This design comes from an exercise in tuning for small area on the open sky130 flow, not from production work.
Only simulation tests tie the RTL to the original design; equivalence was not proved.
Power and IR drop assume default switching activity.

## north
==> flow/design.v (excerpt) <==
module arm(
    input  logic        clk,
    input  logic        reset,
    output logic [31:0] PC,
    input  logic [31:0] InstrF,
    output logic        MemWrite,
    output logic [31:0] ALUResult,
    output logic [31:0] WriteData,
    input  logic [31:0] ReadData
);
For scale: about 2,600 cells after synthesis, roughly 680 flip-flops, roughly 160 I/O pins, about 32,000 um^2 of cells after synthesis.
export LEC_CHECK = 0
export CAP_MARGIN = 10
export CORE_MARGIN = 2
export CORE_UTILIZATION = 40
export PLACE_DENSITY = 0.6
export SLEW_MARGIN = 10
export SYNTH_HIERARCHICAL = 1
export SYNTH_MINIMUM_KEEP_SIZE = 0
create_clock -name core_clock -period 9.0 [get_ports {clk}]
standard.sh (not shown) runs the stock make flow with config.mk's settings and CLKGATE_MAP_FILE= SYNTH_SCRIPT=/design/flow/synth_recipe.tcl, a recipe that flattens the netlist after the stock synthesis.
==> flow/flow/run.sh <==
#!/bin/bash
# Own layout flow: the standard layout (standard.sh, standard synthesis
# included) with two changes: the port buffers are the smallest buffer
# cell, and clock tree synthesis inserts no dummy loads.
set -euo pipefail
export BUFFER_PORTS_ARGS="-buffer_cell sky130_fd_sc_hd__buf_1"
export CTS_ARGS="-sink_clustering_enable -repair_clock_nets -dont_use_dummy_load -buf_list sky130_fd_sc_hd__clkbuf_16 -sink_clustering_size 30 -sink_clustering_max_diameter 70"
bash standard.sh finish > standard_flow.log 2>&1
north completed every stage of the flow, and the final layout passed the timing, DRC and antenna checks.
diff inputs: north => south
==> flow/run.sh (new file) <==
#!/bin/bash
# synth_recipe.tcl (not shown) runs the flow's synth.tcl, then flattens the netlist and writes it again
# the make line also repeats each setting of config.mk as NAME=value (left out here)
make -C /OpenROAD-flow-scripts/flow DESIGN_CONFIG=/design/flow/config.mk WORK_HOME=/design/flow/orfs CLKGATE_MAP_FILE= SYNTH_SCRIPT=/design/flow/synth_recipe.tcl finish
--- a/flow/config.mk
+++ b/flow/config.mk
@@ -7,7 +7,8 @@
 export LEC_CHECK = 0
-export CAP_MARGIN = 10
+export CAP_MARGIN = 20
 export CORE_MARGIN = 2
 export CORE_UTILIZATION = 40
+export CTS_BUF_LIST = sky130_fd_sc_hd__clkbuf_4 sky130_fd_sc_hd__clkbuf_8
 export PLACE_DENSITY = 0.6
-export SLEW_MARGIN = 10
+export SLEW_MARGIN = 20
 export SYNTH_HIERARCHICAL = 1
removed: flow/flow/run.sh
removed: flow/standard.sh
[summary]
- south has clock distribution area overhead in the final layout above what north had.
- Between south and north, the final worst hold slack does not differ in any meaningful way.
- In south, the number of signal-net buffers in the layout came out 6 above the value in north.
- south: no failed stages, no open violations at the end
- Relative to north, logic depth of the worst path, buffers included increased by 2 in south.
- Power on south is behind north.
- south against north: slack of the critical path has increased; switching share of power has decreased.
- south ended up with InstrE[27]$_SDFF_PP1_ as its source of the critical timing path; north ended up with InstrE[26]$_SDFF_PP1_.
- Against north, time the final worst path needs with I/O delays and setup in south came out better.

---

== oak ==
Starting RTL as in the previous note.
Settings: LEC_CHECK=0, CAP_MARGIN=20, CORE_MARGIN=2, CORE_UTILIZATION=40, CTS_BUF_LIST=sky130_fd_sc_hd__clkbuf_4 sky130_fd_sc_hd__clkbuf_8, PLACE_DENSITY=0.6, SLEW_MARGIN=20, SYNTH_HIERARCHICAL=1, SYNTH_MINIMUM_KEEP_SIZE=0; clock period 9.0 ns.
==> flow/flow/run.sh <==
#!/bin/bash
# Own layout flow: the standard layout (standard.sh, standard synthesis
# included) with two changes: the port buffers are the smallest buffer
# cell, and clock tree synthesis inserts no dummy loads.
set -euo pipefail
export BUFFER_PORTS_ARGS="-buffer_cell sky130_fd_sc_hd__buf_1"
export CTS_ARGS="-sink_clustering_enable -repair_clock_nets -dont_use_dummy_load -buf_list sky130_fd_sc_hd__clkbuf_8"
bash standard.sh finish > standard_flow.log 2>&1
For pine, these inputs were changed with respect to oak:
diff --git a/flow/flow/run.sh b/flow/flow/run.sh
--- a/flow/flow/run.sh
+++ b/flow/flow/run.sh
@@ -6,3 +6,3 @@
 export BUFFER_PORTS_ARGS="-buffer_cell sky130_fd_sc_hd__buf_1"
-export CTS_ARGS="-sink_clustering_enable -repair_clock_nets -dont_use_dummy_load -buf_list sky130_fd_sc_hd__clkbuf_8"
+export CTS_ARGS="-sink_clustering_enable -repair_clock_nets -dont_use_dummy_load -buf_list sky130_fd_sc_hd__clkbuf_16 -sink_clustering_size 22 -sink_clustering_max_diameter 80"
 bash standard.sh finish > standard_flow.log 2>&1
==> run summary <==
Number of non-clock buffers in the layout: pine higher than oak. Global-route usage | pine below oak. oak → pine: worst setup margin moved up; required time reported for the critical path endpoint moved down; utilization after layout moved down; cell area moved down; fraction of power spent switching nets moved up. As of pine, clock-buffer cell count had fallen by more than half compared to oak.

what the ideal ports hide:
Ports are ideal in the flow. The routed layouts listed here were re-timed in OpenROAD.
Step 1 sets driving cells, clkbuf_16 on the clock port and buf_2 on the other inputs (assumed; they add their load-dependent delay and slew).
Step 2 moves the port delays by t, midway between the first and last clock arrival at a register: inputs arrive t later, outputs are due t later. That takes back most of the time a late clock gives input paths.
Three values: no drivers, after step 1, after step 2; two values: the first two.
| run | shift t [ns] | slack for setup (ns) | worst setup path at the end | clock arrival spread, ns | worst data-port slew with drivers (ns) |
|---|---|---|---|---|---|
| north | 0.664 | 0.780 / 0.780 / 0.780 | register to register | 0.063 / 0.063 | 0.05 |
| south | 0.794 | 0.883 / 0.883 / 0.883 | register to register | 0.035 / 0.035 | 0.04 |
| oak | 0.795 | 0.758 / 0.758 / 0.758 | register to register | 0.079 / 0.078 | 0.05 |
| pine | 0.652 | 0.814 / 0.814 / 0.814 | register to register | 0.073 / 0.073 | 0.05 |
After both steps every run listed still meets setup and hold.
